Context: an optimization exercise on an open-source flow, tuned for small area and a short achievable clock period. The choices shown serve that exercise and are no tape-out recipe. At most, simulation tests tie the RTL to the original design; equivalence was not proved. The RTL of runs 4 and 7 was laid out without a check of its function. Power is estimated from default activity; no workload was simulated.

### design/flow/config.mk
export PLATFORM = sky130hd
export DESIGN_NAME = alu_instrmem_top
export DESIGN_NICKNAME = alu_instrmem_top
export VERILOG_FILES = /design/flow/design.v
export SDC_FILE = /design/flow/constraint.sdc
export NUM_CORES = 4
export LEC_CHECK = 0
export CAP_MARGIN = 20
export CORE_MARGIN = 2
export CORE_UTILIZATION = 40
export SETUP_SLACK_MARGIN = 4
export SLEW_MARGIN = 20
export TNS_END_PERCENT = 5
### design/flow/constraint.sdc
create_clock -name core_clock -period 10.0 [get_ports {clk}]
set_input_delay 2.0000 -clock core_clock [delete_from_list [all_inputs] [get_ports {clk}]]
set_output_delay 2.0000 -clock core_clock [all_outputs]
set_load 0.01 [all_outputs]
### design/flow/design.v
`timescale 1ns / 1ps
module alu_instrmem_top(input clk,
        input reset,
        output [7:0] imem_addr,
        input [15:0] imem_data,
        output [9:0] dmem_addr,
        output [15:0] dmem_wdata,
        output dmem_we,
        input [15:0] dmem_rdata,
        output logic ovf_ctrl,
        output logic take_branch
    );
    wire [15:0] i = imem_data;
    wire [2:0] ra = i[9:7];
    wire [2:0] rb = i[4:2];
    wire f0 = i[15:13] == 3'b000;
    wire f2 = i[15:13] == 3'b010;
    wire f4 = i[15:13] == 3'b100;
    wire f6 = i[15:13] == 3'b110;
    wire f7 = i[15:13] == 3'b111;
    wire is_lw   = f2;
    wire is_sw   = f6 & (i[1:0] == 2'b00);
    wire is_beqz = f6 & (i[1:0] == 2'b01);
    wire is_bnez = f7;
    wire is_add  = f4 & (i[11:10] == 2'b01) & (i[1:0] == 2'b10);
    wire is_srai = f4 & (i[11:10] == 2'b01) & (i[1:0] == 2'b01);
    wire is_lgc  = f4 & (i[11:10] == 2'b11) & (i[6:5] != 2'b00);
    wire is_andi = f4 & (i[11:10] == 2'b10);
    wire is_addi = f0 & (i[1:0] == 2'b01);
    wire is_slli = f0 & (i[1:0] == 2'b10);
    wire we = is_lw | is_add | is_srai | is_lgc | is_andi | is_addi | is_slli;
    wire [2:0] wa = i[14] ? rb : ra;
    logic [15:0] R [0:7];
    logic [7:0] valid;
    logic [15:0] wd;
    always_ff @(posedge clk or posedge reset)
        if (reset) valid <= 8'd0;
        else if (we) valid[wa] <= 1'b1;
    always_ff @(posedge clk)
        if (we) R[wa] <= wd;
    logic [15:0] A, B;
    always_comb begin
        A = 16'd0;
        B = 16'd0;
        for (int k = 0; k < 8; k++) begin
            if (ra == k && valid[k]) A = A | R[k];
            if (rb == k && valid[k]) B = B | R[k];
        end
    end
    wire [4:0] imm5 = {i[5], i[12], i[11:10], i[6]};
    wire [5:0] alo = {1'b0, A[6:2]} + {1'b0, imm5};
    wire [2:0] ahi = A[9:7] + {2'b00, alo[5]};
    assign dmem_addr = {ahi, alo[4:0], A[1:0]};
    wire ovf_mem = ~A[15] & (&A[14:7]) & alo[5];
    wire [5:0] imm6 = {i[12], i[6:2]};
    wire is_andi_f = i[11] & ~i[10];           
    logic [15:0] b;
    always_comb
        if (!i[15]) b = {{10{i[12]}}, imm6};            
        else if (is_andi_f) b = {10'd0, imm6};           
        else b = B;                                      
    wire [15:0] P = A ^ b;
    wire [15:0] G = A & b;
    wire [15:0] sum = A + b;
    wire ovf_alu = (A[15] == b[15]) & (sum[15] != A[15]);
    assign ovf_ctrl = ((is_lw | is_sw) & ovf_mem) | ((is_add | is_addi) & ovf_alu);
    logic [15:0] lg;
    always_comb
        if (!i[10]) lg = G;                     
        else case (i[6:5])
            2'b11: lg = G;                      
            2'b10: lg = P | G;                  
            default: lg = P;                    
        endcase
    wire [5:0] sh = imm6;
    logic [15:0] Ar, x, y, yr;
    always_comb for (int k = 0; k < 16; k++) Ar[k] = A[15-k];
    assign x = i[15] ? A : Ar;                  
    wire fill = i[15] & A[15];
    wire [31:0] xs = {{16{fill}}, x} >> sh[3:0];
    assign y = (sh[5:4] != 2'b00) ? {16{fill}} : xs[15:0];
    always_comb for (int k = 0; k < 16; k++) yr[k] = y[15-k];
    always_comb
        if (i[14]) wd = dmem_rdata;                 
        else if (!i[15]) wd = i[1] ? yr : sum;      
        else if (!i[11]) wd = i[1] ? sum : y;       
        else wd = lg;                               
    assign dmem_we = is_sw;
    assign dmem_wdata = B;
    wire az = A == 16'd0;
    assign take_branch = (is_beqz & az) | (is_bnez & ~az);
    wire [7:0] off = {i[12], i[6:5], i[2], i[11:10], i[4:3]};
    wire [7:0] inc = take_branch ? off : 8'd1;
    logic [7:0] pc;
    always_ff @(posedge clk or posedge reset)
        if (reset) pc <= 8'd0;
        else pc <= pc + inc;
    assign imem_addr = pc;
endmodule
### design/flow/run.sh
#!/bin/bash
# synth_recipe.tcl (not shown) runs the flow's synth.tcl, then flattens the netlist and writes it again
# the make line also repeats each setting of config.mk as NAME=value (left out here)
make -C /OpenROAD-flow-scripts/flow DESIGN_CONFIG=/design/flow/config.mk WORK_HOME=/design/flow/orfs CLKGATE_MAP_FILE= SYNTH_SCRIPT=/design/flow/synth_recipe.tcl finish
==> key figures, run 1 <==
Synth
  • Top_reg_cell synth: edfxtp_1
  • Share of the synthesized area in the top cell type: 38.2%
  • Avg Cell Area, Syn: 10.1 um^2
  • Post-synth ARST share: 11.1%
  • Synth area leader: edfxtp_1
  • Most instantiated cells after synthesis: 128 x edfxtp_1, 109 x nand2_1, 65 x nor2_1, 63 x inv_1, 62 x a22oi_1
  • Yosys synthesis warning count: 1
  • Synth area leaders: edfxtp_1 38%, ha_1 6.1%, a22oi_1 4.6%
  • Register area share after synthesis: 42.2%
  • Post-Synthesis Cells: 1001
  • Top-count cell post-synth: edfxtp_1
  • Seq cells post-synth: 144
  • Synth Net Count: 1087
  • EDFF count, synth: 128
  • Unique masters post-synth: 75
  • Synth Cell Area: 0.0101 mm^2

Global route
  • Initial antenna violation count: 0
  • Total GRT Usage: 29.9%
  • Largest net degree at the start of global routing: 51
  • Grt total ovfl: 0
  • Vias in the first global route: 9494
  • First-pass GRT wire length: 58.3 mm

Detailed routing
  • Routed Antenna Nets: 0
  • DR vias/cell: 6.41
  • DR pass1 iterations: 8
  • Detailed-route wire length: 39.3 mm
  • Post-route DRC: 0
  • Routed via count: 9737
  • DR iter-0 viols: 1224
  • Average wire per standard cell: 25.9 um

Timing
  • Period utilization: 74.5%
  • Final Hold Viols: 0
  • Rel. slew slack: 30.5%
  • Clk_skew: 0.0314 ns
  • Min Tclk post-route: 7.45 ns
  • Final setup fails: 0
  • RSZ-0062 raised after global routing: true
  • Max-slew violation count: 0
  • Actual slew at the worst max-slew pin: 1.03 ns
  • Setup TNS: 0 ns
  • Fmax: 0.134 GHz

Floorplan
  • I/O Pins: 71
  • Initial Util: 40.3%
  • Die width: 163 um
  • Core footprint: 0.0250 mm^2
  • DIE AREA: 0.0264 mm^2
  • # rows: 58
  • Height of the die: 163 um

CTS
  • CTS tree: yes
  • Hold bufs inserted after CTS: 0
  • Sink Count: 144
  • H-tree Lvls: 4
  • Worst-skew pair later-pin latency: 0.45 ns
  • CTS buffer count: 17
  • Root Driver: clkbuf_16
  • Maximum clock path buffer count: 2
  • Worst-path clk slew: 0.07 ns

Worst setup path
  • Crit Reg-Reg Endpoint: R[7][0]$_DFFE_PP_
  • Reg2Reg Launch Point: valid[6]$_DFFE_PP0P_
  • Crit-path slowest cell: ha_1
  • WP data required: 8.00 ns
  • CP max stage delay: 0.38 ns
  • WS Path Type: in -> out
  • Worst Path Max Fanout: 6
  • Worst EP arrival: 5.45 ns
  • Startpoint Class: input port
  • Reg2reg setup slack: 3.86 ns
  • Cells along the critical path: buf_12, clkinvlp_4, buf_6, nor3_4, a222oi_1, nand3_1, mux2i_1, ha_1, nand3_1, o211ai_1, o221ai_2, nor4_2, nand3b_1, o211ai_1, o31a_1, nor3_1, a31oi_1, o21ai_1, buf_2
  • Critical Path End Type: output port
  • Number of cells on the worst reg-to-reg path: 36

Pwr
  • Switch share: 37.1%
  • Clock group share of total power: 27.1%
  • Total power draw: 2.35 mW
  • PD cells: 178 mW/mm^2
  • Worst vdd ir: 0.102 mV
  • Combinational cell fraction of total power: 41.4%
  • Lkg Pwr: 5.23 nW
  • Reg power frac: 31.5%
  • Switching power: 873 uW
  • Int Power: 1.48 mW

Place
  • Placed Cells: 1378
  • Routability cong.: 0.959
  • Port bufs: 70
  • DP HPWL: 26.6 mm

Min path
  • Hold Path Class: reg -> reg
  • Hold Startpoint: pc[0]$_DFF_PP0_
  • Hold depth: 1
  • Hold EP: pc[0]$_DFF_PP0_

Cells and area
  • Final core occ: 53.1%
  • Area growth from synthesis to layout: 31.6%
  • Nets: 1263
  • Layout cell share with drive strength beyond 1: 26.6%
  • N_diodes: 0
  • Finished Layout Cells: 1520

Outcome
  • Outcome: complete, no violations

Job
  • Max-cap viol count: 0
cells by family after synthesis:
group	synth area share, %
XOR/XNOR	2.35
buffers and inverters	5.81
AND/OR/NAND/NOR	14.3
multiplexers	6.35
AO/OA/AOI/OAI	22.3
flip-flops	42.2
adder cells (fa/ha/maj)	6.69
metrics by stage:
step | worst slack, ns | cell area (um^2) | hold slack [ns]
2_1_floorplan | 2.80 | 10300 | 0.435
3_3_place_gp | 0.790 | 11300 | 0.478
3_5_place_dp | 0.703 | 11300 | 0.492
4_1_cts | 2.71 | 13200 | 0.511
5_1_grt | 2.37 | 13200 | 0.532
6_report | 2.55 | 13200 | 0.518
critical path, delay by kind of cell:
kind	cells	cell delay (ns)
and+or+nand+nor	6	1.13
buffers and inverters	4	0.54
muxes	1	0.13
adders and majority gates	1	0.38
AOI/OAI and AO/OA	7	1.26
cells in the final DEF, fill, tap and decap left out, types with 17 or more instances in the layout:
| cell | synthesis | routed |
|---|---|---|
| inv_1 | 63 | 56 |
| clkdlybuf4s50_1 | 0 | 54 |
| a21oi_1 | 42 | 37 |
| a22o_1 | 18 | 18 |
| xnor2_1 | 22 | 21 |
| mux4_2 | 17 | 17 |
| nor2_1 | 65 | 59 |
| a222oi_1 | 18 | 18 |
| a221oi_1 | 31 | 22 |
| buf_6 | 3 | 19 |
| o22ai_1 | 20 | 20 |
| buf_4 | 11 | 124 |
| nor3_1 | 28 | 25 |
| nand3_1 | 23 | 23 |
| ha_1 | 49 | 40 |
| a22oi_1 | 62 | 55 |
| edfxtp_1 | 128 | 128 |
| clkbuf_16 | 0 | 17 |
| nand2_1 | 109 | 108 |
routing by layer:
metal | GRT usage, % | up-vias | wire length [um]
met1 | 37.0 | 4591 | 14500
met3 | 6.82 | 172 | 4210
li1 | - | 4232 | -
met5 | 0 | - | 0
met2 | 47.8 | 742 | 18000
met4 | 18.1 | 0 | 2590
final cells by class:
class / count / area (um^2)
clock buffer: 17 / 425
clock inverter: 15 / 184
fill: 2144 / 11700
inverter: 72 / 303
multi-input combinational: 720 / 5640
sequential: 144 / 4240
tap: 330 / 413
timing repair buffer: 222 / 2040
power groups by stage:
stage	clock network, mW	logic (mW)	registers [mW]
after floorplan	0	0.501	0.750
after global placement	0	0.797	0.754
after detailed placement	0	0.797	0.752
after CTS	0.642	0.930	0.742
after global routing	0.671	1.03	0.745
final	0.637	0.975	0.743
worst max path at each step:
stage,startpoint,to,slack (ns)
floorplan,imem_data[4],ovf_ctrl,2.80
global placement,imem_data[2],ovf_ctrl,0.79
detailed placement,imem_data[2],ovf_ctrl,0.70
CTS,imem_data[2],ovf_ctrl,2.71
global route,imem_data[3],ovf_ctrl,2.37
finish,imem_data[2],ovf_ctrl,2.55
flip-flops by register name, summed over array words and instances (netlist names):
register,cells
valid,8
R,128
pc,8
repair_timing:
action                                  in CTS  in global routing
cloned                                       1                  0
endpoints found under the setup margin     163                 59
buffers inserted                           103                  5
pin swaps                                   48                  8
resized for setup                          180                 10
==> inputs of run 2 (changes only) <==
--- a/design/flow/design.v
+++ b/design/flow/design.v
@@ -1 +1,32 @@
+`timescale 1ns / 1ps
+module pfx_add #(parameter W = 16, parameter L = 4) (    
+    input  logic [W-1:0] a,
+    input  logic [W-1:0] b,
+    input  logic         cin,
+    output logic [W-1:0] p,       
+    output logic [W:0]   c        
+);
+    logic [W-1:0] g [0:L];
+    logic [W-1:0] q [0:L];
+    assign p = a ^ b;
+    always_comb begin
+        g[0] = a;
+        q[0] = p;
+        g[0][0] = p[0] ? cin : a[0];
+        q[0][0] = 1'b0;
+        for (int l = 0; l < L; l++) begin
+            for (int k = 0; k < W; k++) begin
+                if (((k >> l) & 1) == 1) begin
+                    g[l+1][k] = q[l][k] ? g[l][((k >> l) << l) - 1] : g[l][k];
+                    q[l+1][k] = q[l][k] & q[l][((k >> l) << l) - 1];
+                end else begin
+                    g[l+1][k] = g[l][k];
+                    q[l+1][k] = q[l][k];
+                end
+            end
+        end
+        c[0] = cin;
+        for (int k = 0; k < W; k++) c[k+1] = g[L][k];
+    end
+endmodule
 `timescale 1ns / 1ps
@@ -40,9 +71,10 @@
         if (we) R[wa] <= wd;
-    logic [15:0] A, B;
+    wire [5:0] imm6 = {i[12], i[6:2]};
+    logic [15:0] A, b;
     always_comb begin
         A = 16'd0;
-        B = 16'd0;
+        b = i[15] ? 16'd0 : {{10{i[12]}}, imm6};
         for (int k = 0; k < 8; k++) begin
             if (ra == k && valid[k]) A = A | R[k];
-            if (rb == k && valid[k]) B = B | R[k];
+            if (rb == k && valid[k] && i[15]) b = b | R[k];
         end
@@ -50,17 +82,14 @@
     wire [4:0] imm5 = {i[5], i[12], i[11:10], i[6]};
-    wire [5:0] alo = {1'b0, A[6:2]} + {1'b0, imm5};
-    wire [2:0] ahi = A[9:7] + {2'b00, alo[5]};
-    assign dmem_addr = {ahi, alo[4:0], A[1:0]};
-    wire ovf_mem = ~A[15] & (&A[14:7]) & alo[5];
-    wire [5:0] imm6 = {i[12], i[6:2]};
-    wire is_andi_f = i[11] & ~i[10];           
-    logic [15:0] b;
-    always_comb
-        if (!i[15]) b = {{10{i[12]}}, imm6};            
-        else if (is_andi_f) b = {10'd0, imm6};           
-        else b = B;                                      
-    wire [15:0] P = A ^ b;
-    wire [15:0] G = A & b;
-    wire [15:0] sum = A + b;
-    wire ovf_alu = (A[15] == b[15]) & (sum[15] != A[15]);
+    logic [4:0] ap;
+    logic [5:0] ac;
+    pfx_add #(5, 3) addr_add (.a(A[6:2]), .b(imm5), .cin(1'b0), .p(ap), .c(ac));
+    wire [4:0] alo = ap ^ ac[4:0];
+    wire [2:0] ahi = A[9:7] + {2'b00, ac[5]};
+    assign dmem_addr = {ahi, alo, A[1:0]};
+    wire ovf_mem = ~A[15] & (&A[14:7]) & ac[5];
+    logic [15:0] P;
+    logic [16:0] C;
+    pfx_add #(16, 4) main_add (.a(A), .b(b), .cin(1'b0), .p(P), .c(C));
+    wire [15:0] sum = P ^ C[15:0];
+    wire ovf_alu = ~P[15] & (C[15] ^ A[15]);
     assign ovf_ctrl = ((is_lw | is_sw) & ovf_mem) | ((is_add | is_addi) & ovf_alu);
@@ -68,7 +97,7 @@
     always_comb
-        if (!i[10]) lg = G;                     
+        if (!i[10]) lg = {10'd0, A[5:0] & imm6};   
         else case (i[6:5])
-            2'b11: lg = G;                      
-            2'b10: lg = P | G;                  
-            default: lg = P;                    
+            2'b11: lg = A & ~P;                     
+            2'b10: lg = A | P;                      
+            default: lg = P;                        
         endcase
@@ -88,3 +117,3 @@
     assign dmem_we = is_sw;
-    assign dmem_wdata = B;
+    assign dmem_wdata = b;                      
     wire az = A == 16'd0;
==> design/flow/flow/run.sh (new file) <==
#!/bin/bash
# Own layout flow: the standard synthesis, then the standard ORFS layout
# with port buffers that start at the smallest buffer (timing repair upsizes
# the ones that matter), a clock tree built from mid-size clock buffers
# without dummy loads. Each step's full output goes to a log file here.
set -euo pipefail
bash standard.sh synth > synth.log 2>&1
bash standard.sh \
  "BUFFER_PORTS_ARGS=-buffer_cell sky130_fd_sc_hd__buf_1" \
  "CTS_ARGS=-sink_clustering_enable -repair_clock_nets -dont_use_dummy_load -buf_list {sky130_fd_sc_hd__clkbuf_4 sky130_fd_sc_hd__clkbuf_8}" \
  finish > layout.log 2>&1
==> design/flow/standard.sh (new file) <==
#!/bin/bash
# synth_recipe.tcl (not shown) runs the flow's synth.tcl, then flattens the netlist and writes it again
# the make line also repeats each setting of config.mk as NAME=value (left out here)
make -C /OpenROAD-flow-scripts/flow DESIGN_CONFIG=/design/flow/config.mk WORK_HOME=/design/flow/orfs CLKGATE_MAP_FILE= SYNTH_SCRIPT=/design/flow/synth_recipe.tcl "${@:-finish}"
--- a/design/flow/config.mk
+++ b/design/flow/config.mk
@@ -12,2 +12,2 @@
 export SLEW_MARGIN = 20
-export TNS_END_PERCENT = 5
+export TNS_END_PERCENT = 0
removed: design/flow/run.sh
==> key figures, run 2 <==
Synth
  • Synth area leader: edfxtp_1
  • Seq cells post-synth: 144
  • Avg Cell Area, Syn: 9.83 um^2
  • Synth Net Count: 1108
  • Post-Synthesis Cells: 1027
  • Most instantiated cells after synthesis: 128 x edfxtp_1, 128 x nand2_1, 88 x a22oi_1, 64 x nor2_1, 47 x clkbuf_1
  • Yosys synthesis warning count: 7
  • Share of the synthesized area in the top cell type: 38.1%
  • EDFF count, synth: 128
  • Top_reg_cell synth: edfxtp_1
  • Post-synth ARST share: 11.1%
  • Register area share after synthesis: 42.0%
  • Synth area leaders: edfxtp_1 38%, a22oi_1 6.5%, ha_1 5.7%
  • Unique masters post-synth: 88
  • Synth Cell Area: 0.0101 mm^2

Min path
  • Hold Path Class: reg -> reg
  • Hold Startpoint: pc[0]$_DFF_PP0_

CTS
  • Root Driver: clkbuf_8
  • CTS buffer count: 17
  • Hold bufs inserted after CTS: 0
  • Worst-path clk slew: 0.07 ns
  • Maximum clock path buffer count: 2
  • Worst-skew pair later-pin latency: 0.46 ns
  • H-tree Lvls: 4
  • Sink Count: 144
  • CTS tree: yes

Worst setup path
  • Reg2Reg Launch Point: valid[5]$_DFFE_PP0P_
  • Crit-path slowest cell: a2111oi_4
  • Worst Path Max Fanout: 9
  • Critical Path End Type: output port
  • Cells along the critical path: buf_2, buf_12, and2_4, and3_4, buf_6, a22oi_1, nand2_1, a2111oi_4, buf_4, ha_4, nand3_1, o32ai_2, a21oi_2, o211ai_1, a21oi_2, xnor2_1, o21ai_1, buf_2
  • Startpoint Class: input port
  • Delay-heaviest family, CP: compound AO/OA/AOI/OAI gates
  • WS Path Type: in -> out
  • WP buf/inv: 5
  • Worst EP arrival: 5.12 ns
  • CP max stage delay: 0.33 ns
  • Crit path from: imem_data[15]
  • WP data required: 8.00 ns

Detailed routing
  • Routed Antenna Nets: 0
  • Post-route DRC: 0
  • Detailed-route wire length: 41.8 mm
  • DR vias/cell: 6.69
  • Routed via count: 10018
  • Average wire per standard cell: 27.9 um
  • DR iter-0 viols: 1740
  • DR pass1 iterations: 8

Cells and area
  • Post-route design area: 0.0125 mm^2
  • Commonest cells after routing, fill and taps aside: 128 x edfxtp_1, 124 x nand2_1, 104 x buf_4
  • Biggest regs: R (128), pc (8), valid (8)
  • FF/Latch Area: 0.00424 mm^2
  • Area of the multi-input gates: 0.00593 mm^2
  • Nets: 1251
  • Top reg by flops: R
  • Layout cell share with drive strength beyond 1: 25.7%
  • Area growth from synthesis to layout: 24.2%
  • # fillers: 2271
  • Commonest non-fill, non-tap cell in the layout: edfxtp_1
  • N_diodes: 0
  • Largest register FFs: 128

Timing
  • RSZ-0062 raised after global routing: true
  • Setup TNS: 0 ns
  • Rel. slew slack: 20.9%
  • Final setup fails: 0
  • Clk_skew: 0.0446 ns
  • Fmax: 0.140 GHz
  • Actual slew at the worst max-slew pin: 1.18 ns
  • Min Tclk post-route: 7.12 ns
  • Period utilization: 71.2%
  • Final Hold Viols: 0
  • Max-slew violation count: 0
  • Final WS setup: 2.88 ns

Pwr
  • Lkg Pwr: 4.76 nW
  • Worst vdd ir: 0.0811 mV
  • PD cells: 160 mW/mm^2

Global route
  • Largest net degree at the start of global routing: 47
  • Initial antenna violation count: 0
  • Grt total ovfl: 0
  • Total GRT Usage: 31.2%
  • First-pass GRT wire length: 60.6 mm
  • Vias in the first global route: 9430

Floorplan
  • I/O Pins: 71
  • Initial Util: 40.4%
  • Height of the die: 163 um
  • DIE AREA: 0.0265 mm^2
  • Die width: 163 um
  • Core footprint: 0.0250 mm^2
  • # rows: 58

Outcome
  • Outcome: complete, no violations

Place
  • DP HPWL: 26.8 mm
  • Port bufs: 70
  • Pre-CTS setup slack: 1.59 ns
  • Post-Place Cell Area: 0.0108 mm^2
  • Routability cong.: 0.958

Job
  • Max-cap viol count: 0
## run 2: cell types whose count changed after synthesis, moves of 15 or more
cell      change
a22oi_1      +26
nand2_1      +19
o21ai_0      +26
nand3_1      -15
a22o_1       -16
inv_1        -18
a221oi_1     -24
## run 2: layout make-up
type	instances	area share, %
multi-input combinational	756	47.3
sequential	144	33.8
clock buffer	17	1.87
inverter	56	1.85
tap	330	3.29
timing repair buffer	195	11.8
## run 2: per-layer routing
metal / vias up / part of all wire (%) / global-route usage (%)
li1: 4227 / - / -
met4: 0 / 7.7 / 19.2
met2: 747 / 46 / 51.2
met5: - / 0 / 0
met1: 4828 / 37 / 38.9
met3: 216 / 9.9 / 4.79
## run 2: final timing paths
check / end / slack (ns) / depth (start not counted)
max in group asynchronous: valid[0]$_DFFE_PP0P_ / 7.95 / 2
max: ovf_ctrl / 2.88 / 18
min: pc[0]$_DFF_PP0_ / 0.52 / 1
max reg2reg: pc[7]$_DFF_PP0_ / 4.85 / 21
min reg2reg: pc[0]$_DFF_PP0_ / 0.52 / 1
min in group asynchronous: valid[5]$_DFFE_PP0P_ / 1.61 / 2
## run 2: cells by family after synthesis
group | Yosys count | share of synthesized area (%)
AOI/OAI and AO/OA | 337 | 24.3
and+or+nand+nor | 303 | 14.8
DFF | 144 | 42.0
buffers and inverters | 131 | 6.00
adders and majority gates | 50 | 6.23
xor gates and xnor gates | 34 | 2.95
muxes | 28 | 3.68
## run 2: what timing repair did
| action | in CTS | in global routing |
|---|---|---|
| hold endpoints to repair | 0 | 0 |
| buffers inserted | 79 | 11 |
| pin swaps | 47 | 22 |
| resized for setup | 136 | 19 |
| cloned | 9 | 0 |
| endpoints found under the setup margin | 136 | 56 |
## run 2: per-stage QoR
step,util [%],hold slack [ns],power (mW),instances
after floorplan,-,0.434,1.27,1027
after global placement,43.2,0.488,1.49,1380
after global routing,50.2,0.532,2.08,1498
after CTS,49.5,0.520,1.95,1487
final,50.2,0.518,2.00,1498
after detailed placement,43.3,0.502,1.50,1382
## run 2: worst reg2reg max path, cell delays in order, from the launching register on
cell      delay [ns]
dfrtp_1         0.49
and4b_4         0.30
buf_4           0.20
a222oi_1        0.34
and3_1          0.44
inv_2           0.19
nor4_1          0.40
nand4_1         0.16
nor3_2          0.26
mux2i_2         0.37
nor2_2          0.13
nand2_1         0.14
inv_1           0.07
ha_1            0.28
a21o_1          0.18
a21oi_1         0.22
o21bai_1        0.09
a21oi_1         0.25
o21bai_1        0.10
a21oi_1         0.18
xnor2_1         0.16
xnor2_1         0.14
## run 2: power breakdown
group	switching, mW	internal, mW	leakage, nW
registers	0.0372	0.720	1.33
clock network	0.191	0.150	0.122
logic	0.547	0.359	3.31
total	0.775	1.23	4.76
==> inputs of run 3 (changes only) <==
--- a/design/flow/config.mk
+++ b/design/flow/config.mk
@@ -9,3 +9,3 @@
 export CORE_MARGIN = 2
-export CORE_UTILIZATION = 40
+export CORE_UTILIZATION = 60
 export SETUP_SLACK_MARGIN = 4
==> key figures, run 3 <==
Outcome
  • Outcome: complete, no violations

Detailed routing
  • DR vias/cell: 7.42
  • Routed Antenna Nets: 0
  • Post-route DRC: 0
  • Routed via count: 10542
  • DR iter-0 viols: 2082
  • Detailed-route wire length: 42.2 mm
  • DR pass1 iterations: 9
  • Average wire per standard cell: 29.7 um

Cells and area
  • Layout cell share with drive strength beyond 1: 29.1%
  • Largest register FFs: 128
  • Area growth from synthesis to layout: 26.8%
  • Commonest cells after routing, fill and taps aside: 130 x buf_4, 128 x edfxtp_1, 117 x nand2_1
  • Nets: 1283
  • Finished Layout Cells: 1421
  • Biggest regs: R (128), pc (8), valid (8)
  • Top reg by flops: R
  • # fillers: 1098
  • Commonest non-fill, non-tap cell in the layout: buf_4

Timing
  • Final setup fails: 0
  • Min Tclk post-route: 7.06 ns
  • Rel. slew slack: 31.1%
  • RSZ-0062 raised after global routing: true
  • Period utilization: 70.6%
  • Final Hold Viols: 0
  • Setup TNS: 0 ns
  • Max-slew violation count: 0
  • Actual slew at the worst max-slew pin: 1.03 ns
  • Fmax: 0.142 GHz
  • Clk_skew: 0.0355 ns

Floorplan
  • Initial Util: 61.1%
  • DIE AREA: 0.0179 mm^2
  • I/O Pins: 71
  • Height of the die: 134 um
  • Core footprint: 0.0165 mm^2
  • # rows: 47
  • Die width: 134 um

Synth
  • Top_reg_cell synth: edfxtp_1
  • Synth area leaders: edfxtp_1 38%, a22oi_1 6.5%, ha_1 5.7%
  • Most instantiated cells after synthesis: 128 x edfxtp_1, 128 x nand2_1, 88 x a22oi_1, 64 x nor2_1, 47 x clkbuf_1
  • Unique masters post-synth: 88
  • Register area share after synthesis: 42.0%
  • Post-Synthesis Cells: 1027
  • Synth Net Count: 1108
  • Synth Cell Area: 0.0101 mm^2
  • Yosys synthesis warning count: 7
  • Synth area leader: edfxtp_1
  • EDFF count, synth: 128
  • Seq cells post-synth: 144
  • Post-synth ARST share: 11.1%
  • Avg Cell Area, Syn: 9.83 um^2
  • Share of the synthesized area in the top cell type: 38.1%

Pwr
  • PD cells: 161 mW/mm^2
  • Int Power: 1.26 mW
  • Lkg Pwr: 4.94 nW
  • Worst vdd ir: 0.126 mV
  • Reg power frac: 36.5%
  • Switch share: 39.2%
  • Combinational cell fraction of total power: 47.3%
  • Switching power: 809 uW
  • Clock group share of total power: 16.2%

CTS
  • CTS buffer count: 17
  • Worst-path clk slew: 0.07 ns
  • H-tree Lvls: 4
  • CTS tree: yes
  • Worst-skew pair later-pin latency: 0.46 ns
  • Root Driver: clkbuf_8
  • Sink Count: 144
  • Maximum clock path buffer count: 2

Min path
  • Hold Path Class: reg -> reg
  • Hold Startpoint: pc[0]$_DFF_PP0_
  • Hold depth: 1
  • Hold EP: pc[0]$_DFF_PP0_

Global route
  • Vias in the first global route: 9798
  • Grt total ovfl: 0
  • Largest net degree at the start of global routing: 47
  • First-pass GRT wire length: 59.1 mm
  • Total GRT Usage: 45.0%
  • Initial antenna violation count: 2

Worst setup path
  • Startpoint Class: input port
  • Number of cells on the worst reg-to-reg path: 13
  • Cells along the critical path: buf_8, buf_12, clkinvlp_4, buf_4, nor2_4, and3_4, a22oi_2, nand2_2, a2111oi_4, buf_4, ha_4, buf_4, buf_4, nand3_2, a21oi_2, o211ai_1, a21oi_2, xnor2_1, o21ai_1, buf_2
  • CP max stage delay: 0.33 ns
  • Crit-path slowest cell: and3_4
  • Worst EP arrival: 5.06 ns
  • Reg2reg setup slack: 4.97 ns
  • Reg2Reg Launch Point: valid[3]$_DFFE_PP0P_
  • WS Path Type: in -> out
  • WP data required: 8.00 ns
  • Worst Path Max Fanout: 6
  • Critical Path End Type: output port
  • Top cell by count, worst path: buf_4
  • Crit Reg-Reg Endpoint: R[5][0]$_DFFE_PP_

Place
  • Routability cong.: 1.03
  • Port bufs: 70
  • Placed Cells: 1270
  • DP HPWL: 24.9 mm

Job
  • Max-cap viol count: 0
[run 3: changes by cell type in the layout (fill, tap and decap cells not counted), sizes merged]
cell    before  now
buf        191  222
and2         7    8
bufbuf       1    2
clkbuf      20   19
diode        0    1
[run 3: worst max-delay path by stage]
stage          slack, ns         start       end
3_3_place_gp        1.95  imem_data[3]  ovf_ctrl
6_report            2.94  imem_data[4]  ovf_ctrl
5_1_grt             2.78  imem_data[4]  ovf_ctrl
2_1_floorplan       3.18  imem_data[2]  ovf_ctrl
3_5_place_dp        1.80  imem_data[2]  ovf_ctrl
4_1_cts             3.07  imem_data[3]  ovf_ctrl
[run 3: power groups by stage]
| stage | sequential (mW) | combinational [mW] | clock [mW] |
|---|---|---|---|
| 6_report | 0.754 | 0.976 | 0.335 |
| 5_1_grt | 0.757 | 1.01 | 0.356 |
| 4_1_cts | 0.752 | 0.841 | 0.336 |
| 3_5_place_dp | 0.758 | 0.723 | 0 |
| 3_3_place_gp | 0.758 | 0.719 | 0 |
| 2_1_floorplan | 0.759 | 0.510 | 0 |
[run 3: worst max-delay path: cells and delay by family]
kind | cells | cell delay [ns]
AOI/OAI and AO/OA | 6 | 0.86
xor gates and xnor gates | 1 | 0.10
adders and majority gates | 1 | 0.30
buffers and inverters | 8 | 1.04
and+or+nand+nor | 4 | 0.74
[run 3: metrics by stage]
| step | util [%] | setup WS, ns | hold slack, ns | total power [mW] | area (um^2) |
|---|---|---|---|---|---|
| final | 77.4 | 2.94 | 0.511 | 2.07 | 12800 |
| after global routing | 77.4 | 2.78 | 0.521 | 2.12 | 12800 |
| after CTS | 74.7 | 3.07 | 0.508 | 1.93 | 12400 |
| after detailed placement | 64.4 | 1.80 | 0.482 | 1.48 | 10600 |
| after global placement | 64.4 | 1.95 | 0.472 | 1.48 | 10600 |
| after floorplan | - | 3.18 | 0.434 | 1.27 | 10400 |
[run 3: cell families (layout without fill, tap and decap cells)]
kind of cell / count (synthesis) / count (layout) / share of synthesized area, %
AO/OA/AOI/OAI: 337 / 337 / 24.3
AND/OR/NAND/NOR: 303 / 308 / 14.8
flip-flops: 144 / 144 / 42.0
buffers and inverters: 131 / 299 / 6.00
adder cells (fa/ha/maj): 50 / 50 / 6.23
XOR/XNOR: 34 / 34 / 2.95
multiplexers: 28 / 28 / 3.68
other: 0 / 1 / 0
[run 3: layout make-up]
type | count | area, um^2 | area share, %
Multi-Input combinational cell | 757 | 6090 | 47.6
Sequential cell | 144 | 4240 | 33.2
Timing Repair Buffer | 226 | 1720 | 13.5
Tap cell | 220 | 275 | 2.15
Clock buffer | 17 | 234 | 1.83
Inverter | 56 | 231 | 1.81
Antenna cell | 1 | 2.50 | 0.0196
[run 3: repair_timing]
item	in CTS	in global routing
cloned	8	0
buffers inserted	100	25
gates resized for setup	135	51
pin swaps	50	50
setup endpoints to repair	99	21
hold buffers	0	0
[run 3: per-layer routing]
metal / routed length, um / share of wire, % / global-route usage [%]
met5: 0 / 0 / 0
met4: 3850 / 9.1 / 31.0
met3: 6170 / 15 / 10.2
met2: 18100 / 43 / 69.9
met1: 14100 / 33 / 56.1
==> inputs of run 4 (changes only) <==
--- a/design/flow/design.v
+++ b/design/flow/design.v
@@ -73,7 +73,14 @@
     logic [15:0] A, b;
+    logic anz, amem;
     always_comb begin
         A = 16'd0;
+        anz = 1'b0;
+        amem = 1'b0;
         b = i[15] ? 16'd0 : {{10{i[12]}}, imm6};
         for (int k = 0; k < 8; k++) begin
-            if (ra == k && valid[k]) A = A | R[k];
+            if (ra == k && valid[k]) begin
+                A = A | R[k];
+                anz = anz | (|R[k]);
+                amem = amem | (~R[k][15] & (&R[k][14:7]));
+            end
             if (rb == k && valid[k] && i[15]) b = b | R[k];
@@ -88,3 +95,3 @@
     assign dmem_addr = {ahi, alo, A[1:0]};
-    wire ovf_mem = ~A[15] & (&A[14:7]) & ac[5];
+    wire ovf_mem = amem & ac[5];
     logic [15:0] P;
@@ -118,4 +125,3 @@
     assign dmem_wdata = b;                      
-    wire az = A == 16'd0;
-    assign take_branch = (is_beqz & az) | (is_bnez & ~az);
+    assign take_branch = (is_beqz & ~anz) | (is_bnez & anz);
     wire [7:0] off = {i[12], i[6:5], i[2], i[11:10], i[4:3]};
--- a/design/flow/config.mk
+++ b/design/flow/config.mk
@@ -9,3 +9,3 @@
 export CORE_MARGIN = 2
-export CORE_UTILIZATION = 60
+export CORE_UTILIZATION = 40
 export SETUP_SLACK_MARGIN = 4
==> key figures, run 4 <==
Outcome
  • Outcome: complete, no violations

Worst setup path
  • CP max stage delay: 0.27 ns
  • Startpoint Class: input port
  • WP data required: 8.00 ns
  • Worst EP arrival: 5.22 ns
  • Critical Path End Type: output port
  • Number of cells on the worst reg-to-reg path: 16
  • Top cell by count, worst path: buf_12
  • Cells along the critical path: buf_6, buf_12, buf_12, nand2_4, nor3_4, buf_12, a22oi_2, nand2_2, nor3_4, inv_2, ha_2, nand2b_1, and3_4, o31ai_4, nand4_1, a21oi_2, o31ai_4, mux2i_2, xnor2_1, a22o_1, buf_2
  • Crit Reg-Reg Endpoint: pc[6]$_DFF_PP0_
  • Reg2reg setup slack: 5.11 ns
  • Worst Path Max Fanout: 12
  • Crit-path slowest cell: a21oi_2
  • Reg2Reg Launch Point: R[1][9]$_DFFE_PP_
  • WS Path Type: in -> out

Cells and area
  • Area growth from synthesis to layout: 22.9%
  • Largest register FFs: 128
  • Biggest regs: R (128), pc (8), valid (8)
  • Nets: 1279
  • Top reg by flops: R
  • Commonest non-fill, non-tap cell in the layout: edfxtp_1
  • Commonest cells after routing, fill and taps aside: 128 x edfxtp_1, 121 x nand2_1, 80 x a22oi_1
  • Layout cell share with drive strength beyond 1: 21.1%
  • Post-route design area: 0.0126 mm^2
  • Finished Layout Cells: 1527
  • Final core occ: 50.0%

CTS
  • Worst-path clk slew: 0.06 ns
  • CTS tree: yes
  • Maximum clock path buffer count: 2
  • Sink Count: 144
  • CTS buffer count: 17
  • Root Driver: clkbuf_8
  • Hold bufs inserted after CTS: 0
  • Worst-skew pair later-pin latency: 0.48 ns
  • H-tree Lvls: 4

Timing
  • Rel. slew slack: 31.3%
  • Final Hold Viols: 0
  • Min Tclk post-route: 7.22 ns
  • Setup TNS: 0 ns
  • RSZ-0062 raised after global routing: true
  • Max-slew violation count: 0
  • Actual slew at the worst max-slew pin: 1.03 ns
  • Final hold slack: 0.518 ns
  • Fmax: 0.138 GHz
  • Final setup fails: 0
  • Final WS setup: 2.78 ns
  • Clk_skew: 0.0445 ns
  • Period utilization: 72.2%

Detailed routing
  • Routed via count: 10325
  • DR pass1 iterations: 8
  • Routed Antenna Nets: 0
  • DR vias/cell: 6.76
  • Post-route DRC: 0
  • Detailed-route wire length: 43.6 mm
  • DR iter-0 viols: 1810
  • Average wire per standard cell: 28.5 um

Synth
  • Avg Cell Area, Syn: 9.52 um^2
  • Synth area leaders: edfxtp_1 37%, a22oi_1 6.7%, ha_1 5.6%
  • Seq cells post-synth: 144
  • Top_reg_cell synth: edfxtp_1
  • EDFF count, synth: 128
  • Most instantiated cells after synthesis: 135 x nand2_1, 128 x edfxtp_1, 91 x a22oi_1, 72 x nor2_1, 47 x clkbuf_1
  • Unique masters post-synth: 83
  • Synth Net Count: 1158
  • Yosys synthesis warning count: 7
  • Top-count cell post-synth: nand2_1
  • Register area share after synthesis: 41.4%
  • Post-Synthesis Cells: 1077
  • Synth Cell Area: 0.0103 mm^2
  • Synth area leader: edfxtp_1
  • Share of the synthesized area in the top cell type: 37.5%
  • Post-synth ARST share: 11.1%

Min path
  • Hold Path Class: reg -> reg
  • Hold depth: 1
  • Hold EP: pc[0]$_DFF_PP0_
  • Hold Startpoint: pc[0]$_DFF_PP0_

Floorplan
  • Core footprint: 0.0252 mm^2
  • Initial Util: 40.7%
  • Height of the die: 164 um
  • Die width: 164 um
  • DIE AREA: 0.0269 mm^2
  • I/O Pins: 71
  • # rows: 58

Pwr
  • Lkg Pwr: 4.56 nW
  • Int Power: 1.22 mW
  • Clock group share of total power: 17.7%
  • Reg power frac: 38.3%
  • Switching power: 778 uW
  • Switch share: 39.0%
  • Worst vdd ir: 0.101 mV
  • PD cells: 158 mW/mm^2
  • Combinational cell fraction of total power: 44.0%
  • Total power draw: 2.00 mW

Place
  • Post-Place Cell Area: 0.0112 mm^2
  • Placed Cells: 1438
  • Pre-CTS setup slack: 1.90 ns
  • DP HPWL: 31.8 mm
  • Routability cong.: 0.993
  • Port bufs: 70

Global route
  • First-pass GRT wire length: 63.1 mm
  • Largest net degree at the start of global routing: 42
  • Initial antenna violation count: 0
  • Vias in the first global route: 9634
  • Total GRT Usage: 32.0%
  • Grt total ovfl: 0

Job
  • Max-cap viol count: 0
-- run 4: cell count changes after synthesis, moves of 7 or more --
cell,before,now
nor3_1,26,44
nand4b_1,0,8
nor2_1,64,72
nor4_1,5,30
o22ai_1,16,9
nand2_1,128,135
nand3_1,8,15
nand4_1,5,21
-- run 4: logic make-up after synthesis --
group / after synthesis / share of synthesized area (%)
buffers and inverters: 118 / 4.77
adder cells (fa/ha/maj): 49 / 6.03
multiplexers: 25 / 3.38
XOR/XNOR: 35 / 2.99
flip-flops: 144 / 41.4
AO/OA/AOI/OAI: 331 / 23.3
AND/OR/NAND/NOR: 375 / 18.1
-- run 4: what timing repair did --
action,in CTS,in global routing
gates cloned,2,1
gates resized for setup,79,43
pin swaps,26,36
setup buffers,52,16
hold endpoints to repair,0,0
endpoints found under the setup margin,77,23
-- run 4: cell type report --
| class | instances | area [um^2] |
|---|---|---|
| antenna | 1 | 2.50 |
| tap | 330 | 413 |
| fill | 2340 | 12600 |
| sequential | 144 | 4240 |
| timing repair buffer | 169 | 1330 |
| clock buffer | 17 | 234 |
| multi-input combinational | 815 | 6140 |
| inverter | 51 | 229 |
-- run 4: power by group through the flow --
stage                     Combinational (mW)  Sequential (mW)  Clock (mW)
after CTS                              0.823            0.763       0.356
after detailed placement               0.755            0.774           0
final                                  0.878            0.765       0.352
after floorplan                        0.527            0.765           0
after global routing                   0.935            0.768       0.376
after global placement                 0.749            0.775           0
-- run 4: critical path: cells and delay by family --
family                   cells  cell delay (ns)
XOR/XNOR                     1             0.11
buffers and inverters        6             0.73
AND/OR/NAND/NOR              7             1.10
adder cells (fa/ha/maj)      1             0.19
multiplexers                 1             0.20
AO/OA/AOI/OAI                5             0.89
-- run 4: worst max-delay path by stage --
stage / depth (start not counted) / to / slack (ns) / from
floorplan: 18 / ovf_ctrl / 3.22 / imem_data[2]
global placement: 18 / ovf_ctrl / 1.77 / imem_data[3]
detailed placement: 16 / ovf_ctrl / 1.90 / imem_data[2]
CTS: 20 / ovf_ctrl / 2.84 / imem_data[4]
global route: 18 / ovf_ctrl / 2.71 / imem_data[15]
finish: 21 / ovf_ctrl / 2.78 / imem_data[15]
-- run 4: per-layer routing --
metal / wire, um / vias to the layer above / GRT usage (%)
li1: - / 4424 / -
met1: 17300 / 4935 / 44.4
met5: 0 / - / 0
met4: 2540 / 0 / 16.1
met2: 18800 / 808 / 47.8
met3: 4940 / 158 / 6.16
==> inputs of run 5 (changes only) <==
--- a/design/flow/design.v
+++ b/design/flow/design.v
@@ -73,14 +73,7 @@
     logic [15:0] A, b;
-    logic anz, amem;
     always_comb begin
         A = 16'd0;
-        anz = 1'b0;
-        amem = 1'b0;
         b = i[15] ? 16'd0 : {{10{i[12]}}, imm6};
         for (int k = 0; k < 8; k++) begin
-            if (ra == k && valid[k]) begin
-                A = A | R[k];
-                anz = anz | (|R[k]);
-                amem = amem | (~R[k][15] & (&R[k][14:7]));
-            end
+            if (ra == k && valid[k]) A = A | R[k];
             if (rb == k && valid[k] && i[15]) b = b | R[k];
@@ -95,3 +88,3 @@
     assign dmem_addr = {ahi, alo, A[1:0]};
-    wire ovf_mem = amem & ac[5];
+    wire ovf_mem = ~A[15] & (&A[14:7]) & ac[5];
     logic [15:0] P;
@@ -125,3 +118,4 @@
     assign dmem_wdata = b;                      
-    assign take_branch = (is_beqz & ~anz) | (is_bnez & anz);
+    wire az = A == 16'd0;
+    assign take_branch = (is_beqz & az) | (is_bnez & ~az);
     wire [7:0] off = {i[12], i[6:5], i[2], i[11:10], i[4:3]};
==> design/flow/run.sh (new file) <==
#!/bin/bash
# synth_recipe.tcl (not shown) runs the flow's synth.tcl, then flattens the netlist and writes it again
# the make line also repeats each setting of config.mk as NAME=value (left out here)
make -C /OpenROAD-flow-scripts/flow DESIGN_CONFIG=/design/flow/config.mk WORK_HOME=/design/flow/orfs CLKGATE_MAP_FILE= SYNTH_SCRIPT=/design/flow/synth_recipe.tcl finish
removed: design/flow/flow/run.sh
removed: design/flow/standard.sh
==> key figures, run 5 <==
Outcome
  • Outcome: complete, no violations

Pwr
  • Total power draw: 2.33 mW
  • Worst vdd ir: 0.105 mV
  • Lkg Pwr: 5.24 nW
  • PD cells: 172 mW/mm^2

Timing
  • Fmax: 0.141 GHz
  • Setup TNS: 0 ns
  • Rel. slew slack: 26.7%
  • Final hold slack: 0.534 ns
  • Clk_skew: 0.0116 ns
  • Min Tclk post-route: 7.08 ns
  • Final WS setup: 2.92 ns
  • RSZ-0062 raised after global routing: true
  • Max-slew violation count: 0
  • Final Hold Viols: 0
  • Period utilization: 70.8%
  • Actual slew at the worst max-slew pin: 1.10 ns
  • Final setup fails: 0

CTS
  • Worst-skew pair later-pin latency: 0.44 ns
  • Maximum clock path buffer count: 2
  • CTS buffer count: 17
  • Hold bufs inserted after CTS: 0
  • Root Driver: clkbuf_16
  • H-tree Lvls: 4
  • CTS tree: yes
  • Worst-path clk slew: 0.06 ns
  • Sink Count: 144

Detailed routing
  • Average wire per standard cell: 27.1 um
  • Post-route DRC: 0
  • Detailed-route wire length: 41.5 mm
  • Routed Antenna Nets: 0
  • DR vias/cell: 6.59
  • Routed via count: 10092
  • DR pass1 iterations: 6
  • DR iter-0 viols: 1656

Synth
  • Synth area leader: edfxtp_1
  • EDFF count, synth: 128
  • Register area share after synthesis: 42.0%
  • Top_reg_cell synth: edfxtp_1
  • Most instantiated cells after synthesis: 128 x edfxtp_1, 128 x nand2_1, 88 x a22oi_1, 64 x nor2_1, 47 x clkbuf_1
  • Avg Cell Area, Syn: 9.83 um^2
  • Synth area leaders: edfxtp_1 38%, a22oi_1 6.5%, ha_1 5.7%
  • Synth Net Count: 1108
  • Unique masters post-synth: 88
  • Share of the synthesized area in the top cell type: 38.1%
  • Yosys synthesis warning count: 7
  • Post-Synthesis Cells: 1027
  • Seq cells post-synth: 144
  • Post-synth ARST share: 11.1%
  • Synth Cell Area: 0.0101 mm^2

Worst setup path
  • WP buf/inv: 4
  • Crit-path slowest cell: clkdlybuf4s50_1
  • Top cell by count, worst path: buf_4
  • Worst EP arrival: 5.08 ns
  • WS Path Type: in -> out
  • Critical Path End Type: output port
  • Worst Path Max Fanout: 11
  • WP data required: 8.00 ns
  • Startpoint Class: input port
  • CP max stage delay: 0.67 ns
  • Delay-heaviest family, CP: buffers and inverters
  • Cells along the critical path: clkdlybuf4s50_1, nor2b_1, buf_4, a2111oi_4, buf_4, ha_4, nand2b_4, o22ai_4, a21oi_4, nand3_2, o211ai_1, a21oi_2, xnor2_1, o21ai_1, buf_2

Global route
  • First-pass GRT wire length: 58.5 mm
  • Initial antenna violation count: 0
  • Total GRT Usage: 30.1%
  • Grt total ovfl: 0
  • Vias in the first global route: 9257
  • Largest net degree at the start of global routing: 47

Cells and area
  • Area growth from synthesis to layout: 34.4%
  • Biggest regs: R (128), pc (8), valid (8)
  • Top reg by flops: R
  • Largest register FFs: 128
  • FF/Latch Area: 0.00424 mm^2
  • # fillers: 2091
  • Layout cell share with drive strength beyond 1: 28.9%
  • Post-route design area: 0.0136 mm^2
  • Nets: 1270
  • N_diodes: 0
  • Commonest non-fill, non-tap cell in the layout: edfxtp_1
  • Area of the multi-input gates: 0.00606 mm^2
  • Commonest cells after routing, fill and taps aside: 128 x edfxtp_1, 123 x nand2_1, 120 x buf_4

Floorplan
  • Height of the die: 163 um
  • Core footprint: 0.0250 mm^2
  • Die width: 163 um
  • Initial Util: 40.4%
  • I/O Pins: 71
  • # rows: 58
  • DIE AREA: 0.0265 mm^2

Place
  • Pre-CTS setup slack: 1.02 ns
  • Routability cong.: 1.00
  • Port bufs: 70
  • Post-Place Cell Area: 0.0113 mm^2
  • DP HPWL: 26.6 mm

Job
  • Max-cap viol count: 0

Min path
  • Hold Path Class: reg -> reg
## run 5: changes by cell type in the layout (fill, tap and decap cells not counted), sizes merged, moves of 10 or more
cell / previous run / this run
clkdlybuf4s50: 0 / 57
nor4: 30 / 6
nor3: 44 / 26
nand4: 22 / 6
inv: 47 / 61
buf: 163 / 152
and3: 6 / 16
## run 5: per-layer routing
| metal | vias up | share of wire (%) | routed length [um] | GRT usage [%] |
|---|---|---|---|---|
| li1 | 4293 | - | - | - |
| met4 | 0 | 7.0 | 2910 | 16.4 |
| met2 | 802 | 45 | 18700 | 48.9 |
| met1 | 4798 | 37 | 15400 | 38.4 |
| met5 | - | 0 | 0 | 0 |
| met3 | 199 | 11 | 4480 | 5.02 |
## run 5: power by group
part / internal (mW) / total [mW] / switching [mW]
Sequential: 0.720 / 0.761 / 0.0408
Clock: 0.326 / 0.605 / 0.279
Combinational: 0.420 / 0.964 / 0.544
## run 5: path summary, 6_finish.rpt
kind | start | to | slack, ns | depth (start not counted)
setup / recovery | imem_data[12] | ovf_ctrl | 2.92 | 15
setup reg to reg | valid[5]$_DFFE_PP0P_ | pc[7]$_DFF_PP0_ | 5.17 | 22
hold reg to reg | valid[0]$_DFFE_PP0P_ | valid[0]$_DFFE_PP0P_ | 0.53 | 1
hold / removal | valid[0]$_DFFE_PP0P_ | valid[0]$_DFFE_PP0P_ | 0.53 | 1
min in group asynchronous | reset | valid[7]$_DFFE_PP0P_ | 1.96 | 2
max in group asynchronous | reset | valid[0]$_DFFE_PP0P_ | 7.60 | 2
## run 5: cell families after synthesis
group                    after synthesis  synth area share [%]
AO/OA/AOI/OAI                        337                  24.3
flip-flops                           144                  42.0
AND/OR/NAND/NOR                      303                  14.8
adder cells (fa/ha/maj)               50                  6.23
buffers and inverters                131                  6.00
multiplexers                          28                  3.68
XOR/XNOR                              34                  2.95
## run 5: what timing repair did
action                     in CTS  in global routing
gates cloned                    5                  3
gates resized for setup       158                 66
setup endpoints to repair     155                 28
pin swaps                      47                 58
buffers inserted               73                 32
## run 5: through the flow
| stage | instances | utilization (%) |
|---|---|---|
| 2_1_floorplan | 1027 | - |
| 3_3_place_gp | 1386 | 45.1 |
| 3_5_place_dp | 1387 | 45.2 |
| 4_1_cts | 1497 | 51.9 |
| 5_1_grt | 1532 | 54.4 |
| 6_report | 1532 | 54.4 |
## run 5: final cells by class
class | count | share of cell area, %
clock inverters | 15 | 0.931
repair buffers | 214 | 15.2
flip-flops and latches | 144 | 31.3
clock buffers | 17 | 3.13
multi-input cells | 756 | 44.7
well taps | 330 | 3.04
inverters | 56 | 1.76
## run 5: worst reg2reg max path: stages, from the launching register on
cell and delay, ns:
dfrtp_1 0.49, and4b_4 0.29, buf_4 0.16, a222oi_1 0.36
and3_4 0.26, inv_2 0.12, nor4_2 0.32, nand4_1 0.21
nor3_4 0.28, mux2i_2 0.34, nor2_2 0.08, buf_4 0.16
nand2_1 0.10, inv_1 0.05, ha_1 0.26, a21o_1 0.19
a21oi_1 0.22, o21bai_1 0.09, a21oi_1 0.23, o21bai_1 0.09
a21oi_1 0.18, xnor2_1 0.16, xnor2_1 0.13
==> inputs of run 6 (changes only) <==
--- a/design/flow/config.mk
+++ b/design/flow/config.mk
@@ -12,2 +12,2 @@
 export SLEW_MARGIN = 20
-export TNS_END_PERCENT = 0
+export TNS_END_PERCENT = 5
==> key figures, run 6 <==
CTS
  • Maximum clock path buffer count: 2
  • Worst-path clk slew: 0.07 ns
  • Hold bufs inserted after CTS: 0
  • Root Driver: clkbuf_16
  • CTS tree: yes
  • CTS buffer count: 17
  • Worst-skew pair later-pin latency: 0.44 ns
  • H-tree Lvls: 4
  • Sink Count: 144

Synth
  • Post-Synthesis Cells: 1027
  • Largest family of logic cells by synthesized area: compound AO/OA/AOI/OAI gates
  • Post-Synth XOR/XNOR Area: 2.95%
  • Synth area leader: edfxtp_1
  • Synth Cell Area: 0.0101 mm^2
  • EDFF count, synth: 128
  • Simple-gate area share of the yosys netlist: 14.8%
  • Post-synth ARST share: 11.1%
  • Post-synthesis mux area share: 3.68%
  • Compound-Gate Fraction of Synth Area: 24.3%
  • Yosys synthesis warning count: 7
  • Most instantiated cells after synthesis: 128 x edfxtp_1, 128 x nand2_1, 88 x a22oi_1, 64 x nor2_1, 47 x clkbuf_1
  • Share of the synthesized area in the top cell type: 38.1%
  • Post-synthesis adder-cell area fraction: 6.23%
  • Synth area leaders: edfxtp_1 38%, a22oi_1 6.5%, ha_1 5.7%
  • Avg Cell Area, Syn: 9.83 um^2
  • Top_reg_cell synth: edfxtp_1
  • Unique masters post-synth: 88
  • Seq cells post-synth: 144
  • Synth Net Count: 1108
  • Register area share after synthesis: 42.0%

Cells and area
  • Area growth from synthesis to layout: 36.9%
  • Layout cell share with drive strength beyond 1: 30.3%
  • Top reg by flops: R
  • Commonest cells after routing, fill and taps aside: 129 x buf_4, 128 x edfxtp_1, 121 x nand2_1
  • Commonest non-fill, non-tap cell in the layout: buf_4
  • N_diodes: 0
  • Biggest regs: R (128), pc (8), valid (8)
  • Largest register FFs: 128
  • # fillers: 2058
  • Nets: 1283

Pwr
  • PD cells: 171 mW/mm^2
  • Switch share: 37.1%
  • Lkg Pwr: 5.33 nW
  • Clock group share of total power: 25.6%
  • Switching power: 876 uW
  • Reg power frac: 32.3%
  • Int Power: 1.48 mW
  • Total power draw: 2.36 mW
  • Worst vdd ir: 0.0927 mV
  • Combinational cell fraction of total power: 42.1%

Place
  • Port bufs: 70
  • Routability cong.: 1.00
  • DP HPWL: 26.6 mm

Timing
  • Final hold slack: 0.536 ns
  • Final setup fails: 0
  • Fmax: 0.141 GHz
  • Max-slew violation count: 0
  • Final Hold Viols: 0
  • Rel. slew slack: 24.8%
  • Period utilization: 71.0%
  • Setup TNS: 0 ns
  • Clk_skew: 0.00964 ns
  • Actual slew at the worst max-slew pin: 1.13 ns
  • RSZ-0062 raised after global routing: true
  • Min Tclk post-route: 7.10 ns

Detailed routing
  • Routed Antenna Nets: 0
  • Routed via count: 10199
  • Detailed-route wire length: 42.2 mm
  • Average wire per standard cell: 27.3 um
  • Post-route DRC: 0
  • DR pass1 iterations: 6
  • DR vias/cell: 6.60
  • DR iter-0 viols: 1482

Min path
  • Hold depth: 1
  • Hold Startpoint: pc[0]$_DFF_PP0_
  • Hold Path Class: reg -> reg
  • Hold EP: pc[0]$_DFF_PP0_

Worst setup path
  • Critical Path End Type: output port
  • Cells along the critical path: buf_4, buf_8, clkinvlp_4, nor2_4, and3_4, a22oi_1, nand2_1, a2111oi_4, buf_4, ha_4, nand2b_4, o22ai_4, a21oi_4, nand3_2, o211ai_1, a21oi_2, xnor2_1, o21ai_1, buf_2
  • Top cell by count, worst path: buf_4
  • Worst Path Max Fanout: 6
  • Number of cells on the worst reg-to-reg path: 28
  • CP max stage delay: 0.31 ns
  • Reg2reg setup slack: 4.32 ns
  • WS Path Type: in -> out
  • Startpoint Class: input port
  • Crit Reg-Reg Endpoint: pc[7]$_DFF_PP0_
  • WP data required: 8.00 ns
  • WP buf/inv: 5
  • Reg2Reg Launch Point: valid[6]$_DFFE_PP0P_
  • Crit-path slowest cell: and3_4
  • Worst EP arrival: 5.10 ns
  • Delay-heaviest family, CP: compound AO/OA/AOI/OAI gates

Floorplan
  • Height of the die: 163 um
  • I/O Pins: 71
  • DIE AREA: 0.0265 mm^2
  • Initial Util: 40.4%
  • Core footprint: 0.0250 mm^2
  • Die width: 163 um
  • # rows: 58

Global route
  • Largest net degree at the start of global routing: 47
  • Total GRT Usage: 30.6%
  • Vias in the first global route: 9434
  • First-pass GRT wire length: 59.6 mm
  • Grt total ovfl: 0
  • Initial antenna violation count: 0

Job
  • Max-cap viol count: 0

Outcome
  • Outcome: complete, no violations
## run 6: cell count changes in the layout (fill, tap and decap cells not counted), sizes merged
cell	previous run	this run
dlymetal6s2s	1	0
clkdlybuf4s50	57	55
buf	152	169
dlygate4sd2	1	0
## run 6: metrics by stage
stage,instances,worst slack (ns),instance area (um^2),utilization [%]
finish,1545,2.90,13800,55.3
detailed placement,1387,1.02,11300,45.2
global placement,1386,1.13,11300,45.1
CTS,1515,2.97,13200,52.9
floorplan,1027,3.18,10400,-
global route,1545,2.84,13800,55.3
## run 6: what timing repair did
action	4_1_cts	5_1_grt
gates cloned	7	3
resized for setup	196	61
setup buffers	89	27
hold endpoints to repair	0	0
pin swaps	55	45
setup endpoints to repair	155	33
## run 6: cells by family (layout without fill, tap and decap cells)
kind of cell / after synthesis / after routing
multiplexers: 28 / 28
AO/OA/AOI/OAI: 337 / 337
buffers and inverters: 131 / 315
flip-flops: 144 / 144
adder cells (fa/ha/maj): 50 / 50
XOR/XNOR: 34 / 34
AND/OR/NAND/NOR: 303 / 307
## run 6: layer usage
metal  vias up  global-route usage [%]  part of all wire, %  wire length [um]
met5         -                       0                    0                 0
met4         0                    17.1                  7.4              3130
met2       780                    49.6                   45             18800
li1       4306                       -                    -                 -
met1      4900                    38.3                   37             15600
met3       213                    5.83                   11              4640
## run 6: worst max-delay path by stage
stage / slack [ns] / cells after the start / to / start
floorplan: 3.18 / 19 / ovf_ctrl / imem_data[2]
global placement: 1.13 / 16 / ovf_ctrl / imem_data[15]
detailed placement: 1.02 / 16 / ovf_ctrl / imem_data[15]
CTS: 2.97 / 19 / ovf_ctrl / imem_data[2]
global route: 2.84 / 19 / ovf_ctrl / imem_data[4]
finish: 2.90 / 19 / ovf_ctrl / imem_data[4]
## run 6: layout make-up
cell class / instances / area [um^2] / area share (%)
well taps: 330 / 413 / 2.99
inverters: 56 / 239 / 1.73
flip-flops and latches: 144 / 4240 / 30.7
clock buffers: 17 / 425 / 3.08
multi-input cells: 756 / 6150 / 44.5
repair buffers: 227 / 2220 / 16.1
clock inverters: 15 / 126 / 0.915
## run 6: worst register-to-register path: cells and delay by family (launching register included)
family / cells / cell delay (ns)
simple gates: 7 / 1.55
flops: 1 / 0.49
mux: 1 / 0.35
compound gates: 7 / 1.40
xor+xnor: 2 / 0.29
buf+inv: 10 / 1.29
fa+ha+maj: 1 / 0.26
## run 6: power by group through the flow
stage,Combinational (mW),Clock [mW],Sequential (mW)
after floorplan,0.510,0,0.759
after global placement,0.774,0,0.763
after detailed placement,0.780,0,0.764
after CTS,0.895,0.608,0.755
after global routing,1.05,0.634,0.763
final,0.993,0.605,0.762
==> inputs of run 7 (changes only) <==
--- a/design/flow/design.v
+++ b/design/flow/design.v
@@ -95,10 +95,6 @@
     assign ovf_ctrl = ((is_lw | is_sw) & ovf_mem) | ((is_add | is_addi) & ovf_alu);
-    logic [15:0] lg;
-    always_comb
-        if (!i[10]) lg = {10'd0, A[5:0] & imm6};   
-        else case (i[6:5])
-            2'b11: lg = A & ~P;                     
-            2'b10: lg = A | P;                      
-            default: lg = P;                        
-        endcase
+    wire t_g = i[10] & i[6];             
+    wire t_p = i[10] & ~(i[6] & i[5]);   
+    wire [15:0] lg = ({16{t_g}} & A & ~P) | ({16{t_p}} & P)
+                   | {10'd0, {6{~i[10]}} & A[5:0] & imm6};
     wire [5:0] sh = imm6;
@@ -111,7 +107,9 @@
     always_comb for (int k = 0; k < 16; k++) yr[k] = y[15-k];
-    always_comb
-        if (i[14]) wd = dmem_rdata;                 
-        else if (!i[15]) wd = i[1] ? yr : sum;      
-        else if (!i[11]) wd = i[1] ? sum : y;       
-        else wd = lg;                               
+    wire s_rd  = i[14];                                       
+    wire s_sum = ~i[14] & (i[15] ? (~i[11] & i[1]) : ~i[1]);  
+    wire s_yr  = ~i[14] & ~i[15] & i[1];                      
+    wire s_y   = ~i[14] & i[15] & ~i[11] & ~i[1];             
+    wire s_lg  = ~i[14] & i[15] & i[11];                      
+    assign wd = ({16{s_rd}} & dmem_rdata) | ({16{s_sum}} & sum) | ({16{s_yr}} & yr)
+              | ({16{s_y}} & y) | ({16{s_lg}} & lg);
     assign dmem_we = is_sw;
==> design/flow/flow/run.sh (new file) <==
#!/bin/bash
# Own layout flow: the standard synthesis, then the standard ORFS layout
# with port buffers that start at the smallest buffer (timing repair upsizes
# the ones that matter), a clock tree built from mid-size clock buffers
# without dummy loads. Each step's full output goes to a log file here.
set -euo pipefail
bash standard.sh synth > synth.log 2>&1
bash standard.sh \
  "BUFFER_PORTS_ARGS=-buffer_cell sky130_fd_sc_hd__buf_1" \
  "CTS_ARGS=-sink_clustering_enable -repair_clock_nets -dont_use_dummy_load -buf_list {sky130_fd_sc_hd__clkbuf_4 sky130_fd_sc_hd__clkbuf_8}" \
  finish > layout.log 2>&1
==> design/flow/standard.sh (new file) <==
#!/bin/bash
# synth_recipe.tcl (not shown) runs the flow's synth.tcl, then flattens the netlist and writes it again
# the make line also repeats each setting of config.mk as NAME=value (left out here)
make -C /OpenROAD-flow-scripts/flow DESIGN_CONFIG=/design/flow/config.mk WORK_HOME=/design/flow/orfs CLKGATE_MAP_FILE= SYNTH_SCRIPT=/design/flow/synth_recipe.tcl "${@:-finish}"
--- a/design/flow/config.mk
+++ b/design/flow/config.mk
@@ -12,2 +12,2 @@
 export SLEW_MARGIN = 20
-export TNS_END_PERCENT = 5
+export TNS_END_PERCENT = 0
removed: design/flow/run.sh
==> key figures, run 7 <==
Detailed routing
  • Average wire per standard cell: 25.9 um
  • Routed via count: 8682
  • DR iter-0 viols: 1165
  • Post-route DRC: 0
  • Detailed-route wire length: 34.4 mm
  • DR vias/cell: 6.54
  • DR pass1 iterations: 8
  • Routed Antenna Nets: 0

Timing
  • Final setup fails: 0
  • Clk_skew: 0.0416 ns
  • Fmax: 0.131 GHz
  • Setup TNS: 0 ns
  • Max-slew violation count: 0
  • Actual slew at the worst max-slew pin: 1.09 ns
  • RSZ-0062 raised after global routing: true
  • Period utilization: 76.2%
  • Final Hold Viols: 0
  • Min Tclk post-route: 7.62 ns
  • Rel. slew slack: 26.8%

Cells and area
  • Layout cell share with drive strength beyond 1: 17.2%
  • Nets: 1067
  • Final core occ: 47.9%
  • Top reg by flops: R
  • N_diodes: 0
  • Commonest cells after routing, fill and taps aside: 128 x edfxtp_1, 66 x buf_4, 65 x a22oi_1
  • Biggest regs: R (128), pc (8), valid (8)
  • Area growth from synthesis to layout: 17.0%
  • Commonest non-fill, non-tap cell in the layout: edfxtp_1
  • Largest register FFs: 128
  • # fillers: 2058

Global route
  • Initial antenna violation count: 0
  • Grt total ovfl: 0
  • Vias in the first global route: 8175
  • Largest net degree at the start of global routing: 33
  • First-pass GRT wire length: 51.4 mm
  • Total GRT Usage: 28.3%

Min path
  • Hold Path Class: reg -> reg

Worst setup path
  • Startpoint Class: input port
  • WS Path Type: in -> out
  • Delay-heaviest family, CP: adder cells
  • CP max stage delay: 0.34 ns
  • Crit-path slowest cell: maj3_2
  • Worst Path Max Fanout: 11
  • Cells along the critical path: buf_4, nor4bb_4, buf_4, buf_6, a221oi_2, and3_4, inv_2, ha_4, maj3_2, maj3_2, a211oi_2, o31ai_2, maj3_2, a211o_1, a31oi_4, mux2i_1, nand2_1, buf_2
  • Worst EP arrival: 5.62 ns
  • Critical Path End Type: output port
  • Top cell by count, worst path: maj3_2
  • WP data required: 8.00 ns
  • WP buf/inv: 5

Synth
  • Post-synthesis adder-cell area fraction: 3.34%
  • Compound-Gate Fraction of Synth Area: 22.5%
  • Share of the synthesized area in the top cell type: 41.2%
  • Post-Synthesis Cells: 934
  • Unique masters post-synth: 68
  • Avg Cell Area, Syn: 9.99 um^2
  • Synth area leaders: edfxtp_1 41%, a22oi_1 5.2%, dfrtp_1 4.3%
  • Top_reg_cell synth: edfxtp_1
  • Post-synthesis mux area share: 4.67%
  • Yosys synthesis warning count: 7
  • Synth area leader: edfxtp_1
  • Post-Synth XOR/XNOR Area: 3.94%
  • EDFF count, synth: 128
  • Most instantiated cells after synthesis: 128 x edfxtp_1, 66 x nor2_1, 65 x a22oi_1, 62 x nand2_1, 57 x a21oi_1
  • Synth Net Count: 984
  • Simple-gate area share of the yosys netlist: 15.1%
  • Synth Cell Area: 0.00933 mm^2
  • Post-synth ARST share: 11.1%
  • Seq cells post-synth: 144
  • Register area share after synthesis: 45.5%
  • Largest family of logic cells by synthesized area: compound AO/OA/AOI/OAI gates
  • Top-count cell post-synth: edfxtp_1

Floorplan
  • Core footprint: 0.0228 mm^2
  • Initial Util: 41.0%
  • I/O Pins: 71
  • Die width: 157 um
  • # rows: 55
  • DIE AREA: 0.0246 mm^2
  • Height of the die: 157 um

Pwr
  • Switching power: 640 uW
  • Lkg Pwr: 3.98 nW
  • Int Power: 1.12 mW
  • Clock group share of total power: 19.3%
  • Combinational cell fraction of total power: 37.8%
  • Switch share: 36.4%
  • Worst vdd ir: 0.0670 mV
  • Reg power frac: 42.9%
  • PD cells: 161 mW/mm^2

Place
  • Port bufs: 70
  • Routability cong.: 1.01
  • DP HPWL: 23.2 mm

CTS
  • CTS buffer count: 17
  • Worst-path clk slew: 0.07 ns
  • Root Driver: clkbuf_8
  • H-tree Lvls: 4
  • Hold bufs inserted after CTS: 0
  • CTS tree: yes
  • Sink Count: 144
  • Worst-skew pair later-pin latency: 0.46 ns
  • Maximum clock path buffer count: 2

Outcome
  • Outcome: complete, no violations

Job
  • Max-cap viol count: 0
run 7: changes by cell type in the layout (fill, tap and decap cells not counted), sizes merged, moves of 13 or more:
cell	change
a21oi	+14
nand2	-69
ha	-31
nand3	+19
inv	-22
clkdlybuf4s50	-55
o21ai	-13
o22ai	-14
buf	-34
a22oi	-26
a221oi	+15
run 7: cell families after synthesis:
logic type	Yosys count
flops	144
xor+xnor	42
compound gates	293
fa+ha+maj	26
mux	40
simple gates	273
buf+inv	116
run 7: power by group through the flow:
stage / Clock (mW) / Combinational, mW / Sequential, mW
after global placement: 0 / 0.588 / 0.763
after floorplan: 0 / 0.412 / 0.756
after global routing: 0.365 / 0.715 / 0.758
after CTS: 0.345 / 0.644 / 0.752
after detailed placement: 0 / 0.591 / 0.763
final: 0.340 / 0.664 / 0.754
run 7: repair_timing:
item                                    4_1_cts  5_1_grt
gates resized for setup                      82        4
pin swaps                                    25        1
endpoints found under the setup margin      132       44
gates cloned                                  4        0
buffers inserted                             44        0
run 7: path summary, 6_finish.rpt:
path,from,to,slack [ns],cells past startpoint
setup / recovery,imem_data[7],ovf_ctrl,2.38,18
setup reg to reg,valid[4]$_DFFE_PP0P_,pc[7]$_DFF_PP0_,4.85,20
min in group asynchronous,reset,pc[6]$_DFF_PP0_,1.60,2
hold / removal,pc[0]$_DFF_PP0_,pc[0]$_DFF_PP0_,0.50,1
hold reg to reg,pc[0]$_DFF_PP0_,pc[0]$_DFF_PP0_,0.50,1
max in group asynchronous,reset,pc[2]$_DFF_PP0_,7.98,2
run 7: metrics by stage:
stage                     std cells  hold WS, ns  cell area [um^2]  setup WS [ns]  power (mW)
final                          1328        0.501             10900           2.38        1.76
after global placement         1263        0.488              9930           1.45        1.35
after detailed placement       1263        0.492              9930           1.48        1.35
after global routing           1328        0.531             10900           2.28        1.84
after floorplan                 934        0.443              9450           2.48        1.17
after CTS                      1328        0.507             10900           2.47        1.74
run 7: per-layer routing:
layer  up-vias  part of all wire, %  track usage [%]
met5         -                    0                0
met4         0                  6.1             15.5
met3       154                   11             6.18
met2       624                   45             44.3
met1      4145                   38             36.3
li1       3759                    -                -
run 7: layout make-up:
| class | count | area (um^2) | area share [%] |
|---|---|---|---|
| flip-flops and latches | 144 | 4240 | 38.9 |
| inverters | 39 | 146 | 1.34 |
| clock buffers | 17 | 234 | 2.14 |
| well taps | 313 | 392 | 3.59 |
| multi-input cells | 674 | 4910 | 45.0 |
| repair buffers | 141 | 988 | 9.06 |
